This is an optimization exercise on Yosys and OpenROAD, whose aim is small area, not a production implementation. Function was checked by simulation only, so behaviour that the tests miss may differ from the original. No driver is modelled on the clock port, so clock power and skew are understated where the tree is cut down; a real chip needs a root buffer or a tree. Power is estimated from default activity; no workload was simulated.

<file path="flow/design.v">
module polynom_solver_top
(
	input clk,
	input reset_n,
	input start,
	input [1:0] sw,
	output [3:0] sel,
	output [7:0] sseg
);
reg [8:0] l;
reg [2:0] u;
wire l_z8   = (l[7:0] == 8'd0);
wire l_last = l_z8 & l[8];           
always @(posedge clk or negedge reset_n)
	if (!reset_n) begin
		l <= 9'd0;
		u <= 3'd0;
	end else begin
		l <= {l[7:0], l[8] ^ l[4] ^ l_z8};
		if (l_last) u <= u + 1'b1;
	end
wire tick = l_z8 & ~l[8] & (u == 3'd0);
reg [1:0] sync;
reg db;
reg [1:0] c;
wire e = sync[1] ^ db;
always @(posedge clk or negedge reset_n)
	if (!reset_n) begin
		sync <= 2'b00;
		db <= 1'b0;
		c <= 2'b00;
	end else begin
		sync <= {sync[0], ~start};
		if (!e) c <= 2'b00;
		else if (c == 2'b00 || tick) c <= c + 1'b1;
		if (e && tick && c == 2'b11) db <= ~db;
	end
reg [1:0] p;
reg [3:0] k;
reg [1:0] a;        
reg valid;          
wire idle = (p == 2'b00);
wire done = (p == 2'b11);
wire conv = (p == 2'b10);
wire x3 = (k[1:0] == 2'b11);
always @(posedge clk or negedge reset_n)
	if (!reset_n) begin
		p <= 2'b00;
		k <= 4'd0;
		a <= 2'd0;
		valid <= 1'b0;
	end else begin
		case (p)
			2'b00: if (db) p <= 2'b01;
			2'b01: if (x3) p <= 2'b11;
			2'b11: p <= 2'b10;
			2'b10: if (k == 4'd15) p <= 2'b00;
		endcase
		k[1:0] <= idle ? sw : k[1:0] + 1'b1;
		k[3:2] <= idle ? ~sw : done ? 2'b00 : conv ? k[3:2] + x3 : k[3:2];
		if (done) a <= k[3:2];
		if (done) valid <= 1'b1;
	end
wire [3:0] s = conv ? k : {4{valid}};
reg [3:0] d1, d0;   
always @*
	case ({a, s})
		6'd15: begin d1 = 4'd0; d0 = 4'd1; end    
		6'd29: begin d1 = 4'd0; d0 = 4'd1; end    
		6'd30: begin d1 = 4'd0; d0 = 4'd3; end
		6'd31: begin d1 = 4'd0; d0 = 4'd6; end
		6'd43: begin d1 = 4'd0; d0 = 4'd1; end    
		6'd44: begin d1 = 4'd0; d0 = 4'd2; end
		6'd45: begin d1 = 4'd0; d0 = 4'd5; end
		6'd46: begin d1 = 4'd1; d0 = 4'd0; end
		6'd47: begin d1 = 4'd2; d0 = 4'd1; end
		6'd58: begin d1 = 4'd0; d0 = 4'd1; end    
		6'd59: begin d1 = 4'd0; d0 = 4'd3; end
		6'd60: begin d1 = 4'd0; d0 = 4'd6; end
		6'd61: begin d1 = 4'd1; d0 = 4'd3; end
		6'd62: begin d1 = 4'd2; d0 = 4'd6; end
		6'd63: begin d1 = 4'd5; d0 = 4'd2; end
		default: begin d1 = 4'd0; d0 = 4'd0; end
	endcase
wire [1:0] dsel = {u[1], u[0]};    
wire [3:0] digit = dsel[1] ? 4'd0 : (dsel[0] ? d1 : d0);
reg [6:0] seg;
always @*
	case (digit)
		4'd0: seg = 7'b0000001;
		4'd1: seg = 7'b1001111;
		4'd2: seg = 7'b0010010;
		4'd3: seg = 7'b0000110;
		4'd5: seg = 7'b0100100;
		default: seg = 7'b0100000;    
	endcase
assign sel = ~(4'b0001 << dsel);
assign sseg = {1'b1, seg};    
endmodule
</file>
<file path="flow/flow/run.sh">
#!/bin/bash
# Layout flow: the standard flow with
#  - the combinational logic mapped by an area-oriented ABC script (best of
#    several seeds),
#  - minimum-size port buffers,
#  - a clock tree of a single buffer (CTS tree collapsed after CTS).
set -euo pipefail
F=$PWD/flow
export AREA_ABC_SCRIPT=$F/area.abc
export AREA_ABC_SEEDS="1 2 3 4 5 6"
export AREA_ABC_MAPS="dch -f; amap|dch; amap|dch -f; map -a; topo; dnsize"
bash standard.sh \
  SYNTH_SCRIPT=$F/synth_area.tcl ADDER_MAP_FILE= \
  "BUFFER_PORTS_ARGS=-buffer_cell sky130_fd_sc_hd__buf_1" \
  "CTS_ARGS=-sink_clustering_enable -repair_clock_nets -dont_use_dummy_load -buf_list sky130_fd_sc_hd__clkbuf_8" \
  POST_CTS_TCL=$F/clock_one_buffer.tcl \
  finish > flow.log 2>&1
</file>
<file path="flow/flow/area.abc">
strash
&get -n
&deepsyn -J 100 -S @SEED@
&put
@MAP@
</file>
<file path="flow/flow/clock_one_buffer.tcl">
# POST_CTS hook: collapse the clock tree that CTS built (a root buffer and
# leaf buffers) into the root buffer alone, sized up to clkbuf_16, driving
# every register clock pin.
# The clock port still drives only the root buffer.
set block [ord::get_db_block]
set port_net [$block findNet clk]
set root ""
foreach it [$port_net getITerms] {
  if {[string match "sky130_fd_sc_hd__clkbuf_*" [[[$it getInst] getMaster] getName]]} {
    set root [$it getInst]
  }
}
if {$root eq ""} { error "no root clock buffer found" }
set root_net [[$root findITerm X] getNet]
set leaves {}
foreach it [$root_net getITerms] {
  set inst [$it getInst]
  if {$inst ne $root && [string match "sky130_fd_sc_hd__clkbuf_*" [[$inst getMaster] getName]]} {
    lappend leaves $inst
  }
}
foreach leaf $leaves {
  set leaf_net [[$leaf findITerm X] getNet]
  foreach it [$leaf_net getITerms] {
    if {[$it getInst] ne $leaf} {
      $it disconnect
      $it connect $root_net
    }
  }
  [$leaf findITerm A] disconnect
  [$leaf findITerm X] disconnect
  odb::dbInst_destroy $leaf
  odb::dbNet_destroy $leaf_net
}
# one strong buffer keeps the register clock-pin slew low
$root swapMaster [[ord::get_db] findMaster sky130_fd_sc_hd__clkbuf_16]
puts "clock_one_buffer: removed [llength $leaves] leaf buffers, root [$root getName] drives [llength [$root_net getITerms]] pins"
detailed_placement
check_placement -verbose
estimate_parasitics -placement
report_clock_min_period
</file>
<file path="flow/flow/synth_area.tcl">
# The standard synthesis (synth_recipe.tcl), with the combinational logic
# mapped by an area-oriented ABC script. abc does not touch the registers, so
# they come out exactly as in the standard synthesis. The ABC script is run
# with several random seeds and technology mappings, and the smallest mapped
# result is kept.
proc synth {args} { yosys synth -nofsm -noshare {*}$args }
proc design_area {liberty} {
  set s [tee -q -s result.string stat -liberty $liberty]
  if {![regexp {Chip area for module '[^']*': ([0-9.]+)} $s -> area]} { error "no area in stat" }
  return $area
}
proc abc {args} {
  set i [lsearch -exact $args -script]
  set l [lsearch -exact $args -liberty]
  set liberty [lindex $args [expr {$l + 1}]]
  set fh [open $::env(AREA_ABC_SCRIPT) r]
  set template [read $fh]
  close $fh
  yosys design -save abc_in
  set best -1
  set n 0
  foreach seed $::env(AREA_ABC_SEEDS) {
  foreach map [split $::env(AREA_ABC_MAPS) "|"] {
    incr n
    yosys design -load abc_in
    set script $::env(RESULTS_DIR)/area_abc_$n.script
    set fh [open $script w]
    puts $fh [string map [list @SEED@ $seed @MAP@ $map] $template]
    close $fh
    yosys abc {*}[lreplace $args [expr {$i + 1}] [expr {$i + 1}] $script]
    set area [design_area $liberty]
    puts "area-oriented abc, seed $seed, mapping '$map': area $area"
    if {$best < 0 || $area < $best} {
      set best $area
      yosys design -save abc_best
    }
  }
  }
  yosys design -load abc_best
  puts "area-oriented abc: kept area $best"
}
source $::env(SCRIPTS_DIR)/synth.tcl
# left out here: clear keep_hierarchy, flatten, clean up, hide names made inside functions, write 1_2_yosys.v
</file>
<file path="flow/standard.sh">
#!/bin/bash
# synth_recipe.tcl (not shown) runs the flow's synth.tcl, then flattens the netlist and writes it again
# the make line also repeats each setting of config.mk as NAME=value (left out here)
make -C /OpenROAD-flow-scripts/flow DESIGN_CONFIG=/design/flow/config.mk WORK_HOME=/design/flow/orfs CLKGATE_MAP_FILE= SYNTH_SCRIPT=/design/flow/synth_recipe.tcl "${@:-finish}"
</file>
<file path="flow/config.mk">
export PLATFORM = sky130hd
export DESIGN_NAME = polynom_solver_top
export DESIGN_NICKNAME = polynom_solver_top
export VERILOG_FILES = /design/flow/design.v
export SDC_FILE = /design/flow/constraint.sdc
export NUM_CORES = 4
export LEC_CHECK = 0
export CAP_MARGIN = 20
export CORE_MARGIN = 2
export CORE_UTILIZATION = 22
export PLACE_DENSITY = 0.6
export SLEW_MARGIN = 20
</file>
<file path="flow/constraint.sdc">
create_clock -name core_clock -period 10.0 [get_ports {clk}]
set_input_delay 2.0000 -clock core_clock [delete_from_list [all_inputs] [get_ports {clk}]]
set_output_delay 2.0000 -clock core_clock [all_outputs]
set_load 0.01 [all_outputs]
</file>
==> impl_metrics.json, run 1 <==
{
  "multi_input_area_um2": 386.6,
  "maxSlewViolCount": 0,
  "yosysWarnings": 1,
  "hold_viol": 0,
  "end_kind": "output pin",
  "path_max_fanout": 8,
  "maxCapViolations": 0,
  "row_count": 25,
  "postSynthCellCount": 119,
  "synth_simple_gate_area_frac": 0.1710,
  "placed_cell_area_um2": 1245,
  "seq_area_um2": 650.6,
  "via_count": 842,
  "yosysMostFrequentCell": "dfrtp_1",
  "synth_seq_area_share": 0.5849,
  "holdWs_ns": 0.3617,
  "final.setup.tns_ns": 0,
  "yosys.area.top_type_share": 0.5849,
  "route.antenna.remaining_nets": 0,
  "dr_wl_met3_um": 110,
  "design_area_um2": 1270,
  "n_antenna_cell": 0,
  "status": "complete, no violations",
  "syn_nets": 124,
  "wire_per_inst_um": 10.17,
  "grt_pass1_wl_um": 3318,
  "startpoint_type": "flip-flop",
  "gp_congestion": 0.8237,
  "cts_num_sinks": 26,
  "num-fill-cells": 523,
  "period_needed_ns": 4.222,
  "dieArea_um2": 5641,
  "synth.largest_area_cell": "dfrtp_1",
  "start_util": 0.2324,
  "antenna_found_initial": 0,
  "synthTopCellsByArea": "dfrtp_1 58%, clkinv_1 5.4%, nand2_1 4.7%",
  "gr-total-overflow": 0,
  "drt_iter0_drc": 76,
  "routed.top_layer": "met4",
  "ys_async_sr_fraction": 1.000,
  "grt_use_total": 0.08964,
  "die_y_um": 75.11,
  "synth_cell_types": 25,
  "synthAdderAreaFrac": 0,
  "area_delta_synth_final_pct": 14.17,
  "met2_length_um": 859,
  "io_pins": 17,
  "numPortBuffers": 15,
  "wl_um": 2044,
  "core_um2": 4786,
  "clk-insertion-delay-late_ns": 0.16,
  "rsz0062_at_grt": "false",
  "max_freq_mhz": 236.8,
  "path_clk_slew_ns": 0.10,
  "drtPass1Iterations": 4,
  "min_period_over_period": 0.4222,
  "die_x_um": 75.11,
  "worst_ir_drop_vdd_mv": 0.07498,
  "wl_met1_um": 1049,
  "cp.arrival_ns": 2.22,
  "netlist_area_um2": 1112,
  "muxShareOfSynthArea": 0,
  "final_core_util": 0.2654,
  "nets": 141,
  "setup_viol": 0,
  "synth_ff_type": "dfrtp_1",
  "synth_top_cells_by_count": "26 x dfrtp_1, 16 x clkinv_1, 14 x nand2_1, 14 x nor2_1, 9 x o21ai_0",
  "synth_xor_area_frac": 0.007874,
  "setup.worst_path.class": "reg -> out",
  "powerDensity_nw_per_um2": 125.8,
  "via_per_inst": 4.189,
  "grt_pass1_vias": 737,
  "drc": 0,
  "crit_required_ns": 8.00,
  "ys_seq_elements": 26,
  "dp.final_hpwl_um": 1556,
  "synth-edff-count": 0,
  "clock_skew_ns": 0.004109,
  "grt_max_degree": 27,
  "hp-class": "reg -> reg",
  "syn_avg_cell_area_um2": 9.347,
  "drive_above_1_share": 0.01493,
  "synth_compound_area_frac": 0.1654,
  "p_leak_uw": 0.0005049,
  "synth_top_family_by_area": "simple AND/OR/NAND/NOR gates"
}
[layout make-up]
class | count | area share
inverter | 16 | 0.04729
sequential | 26 | 0.5123
timing repair buffer | 16 | 0.05025
tap | 67 | 0.06601
clock buffer | 1 | 0.01970
multi-input combinational | 75 | 0.3044
[cells by family after synthesis]
logic type | after synthesis
simple gates | 42
flops | 26
xor+xnor | 1
compound gates | 31
buf+inv | 18
other cells | 1
[through the flow]
step / worst slack [ns] / cells / power (µW)
2_1_floorplan: 6.077 / 119 / 112.7
3_3_place_gp: 6.033 / 200 / 116.2
3_5_place_dp: 5.997 / 200 / 116.4
5_1_grt: 5.460 / 201 / 164.7
6_report: 5.778 / 201 / 159.7
[worst max-delay path, cell delays in order, from the launching register on]
cell      delay [ns]
dfrtp_1         0.38
clkinv_1        0.13
nor2_1          0.40
a21oi_1         0.16
a31oi_1         0.19
o32a_1          0.16
o32ai_1         0.10
and2_0          0.20
or2_0           0.21
buf_1           0.13
[power breakdown]
part | leakage, µW | switching, µW | internal [µW]
Sequential | 0.000324 | 1.40 | 106
Combinational | 0.000168 | 4.42 | 1.76
Clock | 0.0000123 | 27.1 | 18.5
Total | 0.000505 | 33.0 | 127
[worst paths after layout]
check	start	end	slack (ns)	depth (start not counted)
setup / recovery	p[1]	sseg[1]	5.78	9
hold / removal	sync[0]	sync[1]	0.36	0
setup reg to reg	l[5]	db	7.78	8
hold reg to reg	sync[0]	sync[1]	0.36	0
max in group asynchronous	reset_n	u[0]	7.95	2
min in group asynchronous	reset_n	sync[0]	1.80	2
[state kept, by name, summed over array words and instances (netlist names)]
signal	flops
db	1
sync	2
k	4
valid	1
a	2
l	9
c	2
u	3
p	2
[layout by cell type (no fill, tap or decap), drive strengths merged, types with 2 or more instances in the layout]
cell,netlist,final
a31oi,6,6
clkinv,16,16
nor2b,3,3
dfrtp,26,26
o21ai,9,9
nor3,3,3
o22ai,3,3
nor4,2,2
nor2,14,14
a21oi,8,8
buf,2,16
nand2,14,14
[layer usage]
metal	global-route usage	vias up
met4	0.01190	0
met1	0.1438	381
li1	-	436
met3	0.02008	4
met5	0	-
met2	0.1248	21
==> run 2, diff against run 1 <==
--- a/flow/flow/run.sh
+++ b/flow/flow/run.sh
@@ -3,3 +3,3 @@
 #  - the combinational logic mapped by an area-oriented ABC script (best of
-#    several seeds),
+#    several seeds; these seeds did best in a search over seeds 1-100),
 #  - minimum-size port buffers,
@@ -9,4 +9,4 @@
 export AREA_ABC_SCRIPT=$F/area.abc
-export AREA_ABC_SEEDS="1 2 3 4 5 6"
-export AREA_ABC_MAPS="dch -f; amap|dch; amap|dch -f; map -a; topo; dnsize"
+export AREA_ABC_SEEDS="35 95 57 76 54 93 4"
+export AREA_ABC_MAPS="dch; amap|dch -f; amap"
 bash standard.sh \
==> impl_metrics.json, run 2 <==
{
  "maxSlewViolCount": 0,
  "swShare": 0.1976,
  "ys_async_sr_fraction": 1.000,
  "maxCapViolations": 0,
  "row_count": 25,
  "rsz0062_at_grt": "false",
  "yosysMostFrequentCell": "dfrtp_1",
  "cp.arrival_ns": 2.61,
  "design_area_um2": 1261,
  "synth_seq_area_share": 0.5896,
  "gr-total-overflow": 0,
  "max_freq_mhz": 217.0,
  "nets": 141,
  "syn_avg_cell_area_um2": 9.274,
  "final.setup.tns_ns": 0,
  "start_util": 0.2306,
  "grt_pass1_wl_um": 3394,
  "largest_reg_flops": 9,
  "synth_ff_type": "dfrtp_1",
  "p_int_uw": 126.7,
  "route.antenna.remaining_nets": 0,
  "layout_commonest_cell": "dfrtp_1",
  "layout_common_cells": "26 x dfrtp_1, 22 x nor2_1, 17 x clkinv_1",
  "wl_um": 1933,
  "drive_above_1_share": 0.01493,
  "syn_nets": 124,
  "netlist_area_um2": 1104,
  "num-fill-cells": 515,
  "dieArea_um2": 5599,
  "worst_ir_drop_vdd_mv": 0.08114,
  "antenna_found_initial": 0,
  "power.share.sequential": 0.682,
  "comb_power_share": 0.037,
  "dpl.cell_count": 200,
  "rrSetupSlack_ns": 7.82,
  "synth.largest_area_cell": "dfrtp_1",
  "drtPass1Iterations": 4,
  "clk-insertion-delay-late_ns": 0.16,
  "die_x_um": 74.83,
  "dp.final_hpwl_um": 1447,
  "setup_viol": 0,
  "via_per_inst": 4.294,
  "yosys.area.top_type_share": 0.5896,
  "core_um2": 4786,
  "synth-edff-count": 0,
  "regMostFlops": "l",
  "placed_cell_area_um2": 1236,
  "drt_iter0_drc": 84,
  "postSynthCellCount": 119,
  "numPortBuffers": 15,
  "synthTopCellsByArea": "dfrtp_1 59%, nor2_1 7.5%, clkinv_1 5.8%",
  "n_antenna_cell": 0,
  "period_needed_ns": 4.609,
  "die_y_um": 74.83,
  "drc": 0,
  "via_count": 863,
  "ys_seq_elements": 26,
  "synth_cell_types": 23,
  "final_cells": 201,
  "io_pins": 17,
  "reg.largest.list": "l x9, k x4, u x3",
  "p_leak_uw": 0.0005008,
  "power_frac_clock": 0.281,
  "yosysWarnings": 1,
  "hold_viol": 0,
  "setup.worst_path.class": "reg -> out",
  "synth_top_cells_by_count": "26 x dfrtp_1, 22 x nor2_1, 17 x clkinv_1",
  "hp-class": "reg -> reg",
  "path_clk_slew_ns": 0.10,
  "min_period_over_period": 0.4609,
  "cts_num_sinks": 26,
  "startpoint_type": "flip-flop",
  "gp_congestion": 0.9236,
  "status": "complete, no violations",
  "path_max_fanout": 5,
  "power_uw": 157.9,
  "area_delta_synth_final_pct": 14.29,
  "powerDensity_nw_per_um2": 125.2,
  "p_switching_uw": 31.21,
  "end_kind": "output pin",
  "crit_required_ns": 8.00,
  "clock_skew_ns": 0.002657,
  "grt_max_degree": 27,
  "final_core_util": 0.2635,
  "wire_per_inst_um": 9.617,
  "grt_pass1_vias": 788,
  "grt_use_total": 0.09274
}
## run 2: cell count changes after synthesis, sizes merged, moves of 2 or more
cell,change
a21oi,-3
o311ai,+2
nor2,+8
nor2b,-3
a31oi,-2
## run 2: layout make-up
cell class                 count  area (µm²)  area share
sequential                    26       650.6      0.5159
multi-input combinational     74       374.1      0.2966
inverter                      17       63.81     0.05060
timing repair buffer          16       63.81     0.05060
tap                           67       83.83     0.06647
clock buffer                   1       25.02     0.01984
## run 2: kinds of logic (layout without fill, tap and decap cells)
logic type             after synthesis  after routing  synth area share
other                                1              1          0.003398
AO/OA/AOI/OAI                       29             29            0.1655
flip-flops                          26             26            0.5896
buffers and inverters               19             34           0.07142
AND/OR/NAND/NOR                     44             44            0.1701
## run 2: metrics by stage
| stage | hold slack (ns) | worst slack [ns] |
|---|---|---|
| floorplan | 0.3312 | 5.665 |
| global placement | 0.3357 | 5.622 |
| detailed placement | 0.3347 | 5.589 |
| global route | 0.3695 | 4.869 |
| finish | 0.3597 | 5.391 |
## run 2: critical path, cell delays in order, from the launching register on
cell and delay, ns:
dfrtp_1 0.40, clkinv_1 0.11, nor2_1 0.27, clkinv_1 0.14, nor2_1 0.18, o21ai_0 0.14, o21ai_0 0.39, clkinv_1 0.15
o311ai_0 0.14, nor2_1 0.12, a21o_1 0.18, nor2_1 0.07, buf_1 0.15
## run 2: power groups by stage
stage          Clock [µW]  Sequential, µW  Combinational (µW)
2_1_floorplan           0             110                2.92
3_3_place_gp            0             110                6.13
3_5_place_dp            0             110                6.16
5_1_grt              50.4             108                7.07
6_report             44.3             108                5.91
## run 2: per-layer routing
metal  vias up  routed length (µm)  GRT usage
met5         -                   0          0
met3         2                 128    0.01606
met4         0                   8    0.01190
met2        32                 840     0.1433
met1       395                 955     0.1397
li1        434                   -          -
## run 2: worst paths after layout
check | start | end | depth (start not counted)
min in group asynchronous | reset_n | l[1] | 2
min | sync[0] | sync[1] | 0
max | p[1] | sseg[5] | 12
min reg2reg | sync[0] | sync[1] | 0
max in group asynchronous | reset_n | k[2] | 2
max reg2reg | l[5] | db | 6
==> run 3, diff against run 2 <==
--- a/flow/flow/run.sh
+++ b/flow/flow/run.sh
@@ -5,3 +5,4 @@
 #  - minimum-size port buffers,
-#  - a clock tree of a single buffer (CTS tree collapsed after CTS).
+#  - a clock tree of a single buffer (CTS tree collapsed after CTS),
+#  - one buf_2 as the reset input's port buffer instead of buf_1 + buf_4.
 set -euo pipefail
@@ -15,3 +16,3 @@
   "CTS_ARGS=-sink_clustering_enable -repair_clock_nets -dont_use_dummy_load -buf_list sky130_fd_sc_hd__clkbuf_8" \
-  POST_CTS_TCL=$F/clock_one_buffer.tcl \
+  POST_CTS_TCL=$F/post_cts.tcl \
   finish > flow.log 2>&1
==> flow/flow/input_buffers.tcl (new file) <==
# POST_CTS hook, second part: an input port whose buffer drives nothing but
# one more buffer (repair_design adds one on the reset input, which fans out
# to every register, as the port buffer cannot be resized in place) keeps the
# second buffer alone as its port buffer, sized to sky130_fd_sc_hd__buf_2.
set block [ord::get_db_block]
set buf2 [[ord::get_db] findMaster sky130_fd_sc_hd__buf_2]
foreach bterm [$block getBTerms] {
  if {[$bterm getIoType] ne "INPUT"} { continue }
  set pnet [$bterm getNet]
  if {[$pnet getSigType] eq "CLOCK" || [$pnet getName] eq "clk"} { continue }
  set its [$pnet getITerms]
  if {[llength $its] != 1} { continue }
  set b1 [[lindex $its 0] getInst]
  if {![string match "sky130_fd_sc_hd__buf_*" [[$b1 getMaster] getName]]} { continue }
  set n1 [[$b1 findITerm X] getNet]
  if {[llength [$n1 getBTerms]] != 0} { continue }
  set sinks {}
  foreach it [$n1 getITerms] {
    if {[$it getInst] ne $b1} { lappend sinks $it }
  }
  if {[llength $sinks] != 1} { continue }
  set b2 [[lindex $sinks 0] getInst]
  if {![string match "sky130_fd_sc_hd__buf_*" [[$b2 getMaster] getName]]} { continue }
  [$b2 findITerm A] disconnect
  [$b1 findITerm A] disconnect
  [$b1 findITerm X] disconnect
  [$b2 findITerm A] connect $pnet
  puts "input_buffers: [$bterm getName]: removed [$b1 getName], [$b2 getName] ([[$b2 getMaster] getName] -> buf_2) is the port buffer"
  odb::dbInst_destroy $b1
  odb::dbNet_destroy $n1
  $b2 swapMaster $buf2
}
detailed_placement
check_placement -verbose
estimate_parasitics -placement
report_check_types -max_slew -max_capacitance -violators
==> flow/flow/post_cts.tcl (new file) <==
# POST_CTS hook: see clock_one_buffer.tcl and input_buffers.tcl.
source [file join [file dirname [info script]] clock_one_buffer.tcl]
source [file join [file dirname [info script]] input_buffers.tcl]
==> impl_metrics.json, run 3 <==
{
  "grt_pass1_wl_um": 3394,
  "cp_common_cell": "nor2_1",
  "die_x_um": 74.83,
  "maxSlewViolCount": 0,
  "cp_slowest_cell": "dfrtp_1",
  "slowest_delay_ns": 0.40,
  "wire_per_inst_um": 9.580,
  "end_kind": "output pin",
  "clock_skew_ns": 0.001914,
  "drive_above_1_share": 0.01504,
  "max_freq_mhz": 216.8,
  "layout_commonest_cell": "dfrtp_1",
  "synth_cell_types": 23,
  "reg.largest.list": "l x9, k x4, u x3",
  "path_max_fanout": 5,
  "setup_viol": 0,
  "hold-path-endpoint": "sync[1]",
  "route.antenna.remaining_nets": 0,
  "postLayoutSetupSlackWorst_ns": 5.387,
  "yosysWarnings": 1,
  "yosys.area.top_type_share": 0.5896,
  "setup.worst_path.class": "reg -> out",
  "cpLargestDelayFamily": "compound AO/OA/AOI/OAI gates",
  "power_frac_clock": 0.280,
  "postSynthCellCount": 119,
  "hold_viol": 0,
  "path_cells": "clkinv_1, nor2_1, clkinv_1, nor2_1, o21ai_0, o21ai_0, clkinv_1, o311ai_0, nor2_1, a21o_1, nor2_1, buf_1",
  "drc": 0,
  "multi_input_area_um2": 374.1,
  "regMostFlops": "l",
  "r2r_start": "l[5]",
  "layout_common_cells": "26 x dfrtp_1, 22 x nor2_1, 17 x clkinv_1",
  "synth-edff-count": 0,
  "worst_ir_drop_vdd_mv": 0.08087,
  "antenna_found_initial": 0,
  "final.setup.tns_ns": 0,
  "power_uw": 157.5,
  "via_count": 864,
  "via_per_inst": 4.320,
  "p_switching_uw": 30.96,
  "synth.largest_area_cell": "dfrtp_1",
  "yosysMostFrequentCell": "dfrtp_1",
  "path_clk_slew_ns": 0.10,
  "core_um2": 4786,
  "synth_ff_type": "dfrtp_1",
  "final_cells": 200,
  "num-fill-cells": 515,
  "p_leak_uw": 0.0004987,
  "grt_pass1_vias": 788,
  "powerDensity_nw_per_um2": 125.5,
  "swShare": 0.1966,
  "synth_top_cells_by_count": "26 x dfrtp_1, 22 x nor2_1, 17 x clkinv_1",
  "area_delta_synth_final_pct": 13.72,
  "largest_reg_flops": 9,
  "worst_slew_pin_slew_ns": 0.5611,
  "start_util": 0.2306,
  "die_y_um": 74.83,
  "maxCapViolations": 0,
  "numPortBuffers": 15,
  "preCtsSetupSlack_ns": 5.589,
  "final_core_util": 0.2622,
  "crit_required_ns": 8.00,
  "rrSetupSlack_ns": 7.82,
  "grt_use_total": 0.09274,
  "drt_iter0_drc": 85,
  "rsz0062_at_grt": "false",
  "comb_power_share": 0.036,
  "min_from": "sync[0]",
  "clk-insertion-delay-late_ns": 0.16,
  "ys_seq_elements": 26,
  "gp_congestion": 0.9236,
  "cp.buffers_inverters": 4,
  "syn_avg_cell_area_um2": 9.274,
  "io_pins": 17,
  "relSlewSlack": 0.6259,
  "ys_async_sr_fraction": 1.000,
  "wl_um": 1916,
  "dieArea_um2": 5599,
  "startpoint_type": "flip-flop",
  "n_antenna_cell": 0,
  "gr-total-overflow": 0,
  "synth_seq_area_share": 0.5896,
  "cp.arrival_ns": 2.61,
  "power.share.sequential": 0.684,
  "dpl.cell_count": 200,
  "syn_nets": 124,
  "worstHoldPathCells": 0,
  "period_needed_ns": 4.613,
  "synthTopCellsByArea": "dfrtp_1 59%, nor2_1 7.5%, clkinv_1 5.8%",
  "netlist_area_um2": 1104,
  "r2r_cells": 6,
  "p_int_uw": 126.5,
  "cts_num_sinks": 26,
  "min_period_over_period": 0.4613,
  "r2r_end": "db",
  "drtPass1Iterations": 4,
  "grt_max_degree": 27,
  "status": "complete, no violations",
  "row_count": 25,
  "seq_area_um2": 650.6,
  "hp-class": "reg -> reg",
  "nets": 140,
  "dp.final_hpwl_um": 1447
}
## run 3: power by group through the flow
stage | combinational, µW | clock (µW) | sequential (µW)
after global routing | 6.81 | 50.4 | 108
after detailed placement | 6.16 | 0 | 110
after global placement | 6.13 | 0 | 110
after floorplan | 2.92 | 0 | 110
final | 5.65 | 44.1 | 108
## run 3: worst max-delay path by stage
stage,start,to,slack (ns),cells past startpoint
after global routing,p[1],sseg[5],4.87,12
final,p[1],sseg[5],5.39,12
after floorplan,p[1],sseg[5],5.67,11
after global placement,p[1],sseg[5],5.62,12
after detailed placement,p[1],sseg[5],5.59,12
## run 3: cell families after synthesis
group | share of synthesized area
buffers and inverters | 0.07142
AND/OR/NAND/NOR | 0.1701
AO/OA/AOI/OAI | 0.1655
flip-flops | 0.5896
other | 0.003398
## run 3: stage by stage
stage / instance area, µm² / hold WS (ns)
floorplan: 1104 / 0.3312
global placement: 1236 / 0.3357
detailed placement: 1236 / 0.3347
global route: 1255 / 0.3695
finish: 1255 / 0.3564
## run 3: metal layers
metal  vias to the layer above  global-route usage  routed length (µm)  part of all wire
met4                         0             0.01190                  13            0.0068
met3                         4             0.01606                 117             0.061
li1                        432                   -                   -                 -
met2                        31              0.1433                 874              0.46
met1                       397              0.1397                 911              0.48
met5                         -                   0                   0                 0
## run 3: area by class of cell
type                    count  share of cell area
flip-flops and latches     26              0.5184
repair buffers             15             0.04586
clock buffers               1             0.01994
multi-input cells          74              0.2981
well taps                  67             0.06680
inverters                  17             0.05085
## run 3: worst register-to-register path: stages, from the launching register on
cell and delay [ns]:
dfrtp_1 0.40, or4_1 0.52, nor4_1 0.27, nand2b_1 0.11, nor4_1 0.26, nand2_1 0.17
o32a_1 0.34

-- what the ideal ports hide --
Ports are ideal in the flow. The routed layouts listed here were re-timed in OpenROAD.
Step 1 sets driving cells, clkbuf_16 on the clock port and buf_2 on the other inputs (assumed; they add their load-dependent delay and slew).
Step 2 moves the port delays by t, midway between the first and last clock arrival at a register: inputs arrive t later, outputs are due t later. That takes back most of the time a late clock gives input paths.
Slacks: no drivers / after step 1 / after step 2; pairs: no drivers / after step 1.
| run | t, ns | slack for setup (ns) | slew at the worst register clock pin (ns) | cell pins on the clock port's net |
|---|---|---|---|---|
| run 1 | 0.189 | 5.778 / 5.749 / 5.938 | 0.10 / 0.10 | 1 |
| run 2 | 0.184 | 5.391 / 5.364 / 5.548 | 0.10 / 0.10 | 1 |
| run 3 | 0.185 | 5.387 / 5.359 / 5.544 | 0.10 / 0.10 | 1 |
After both steps setup and hold are still met in every run listed.
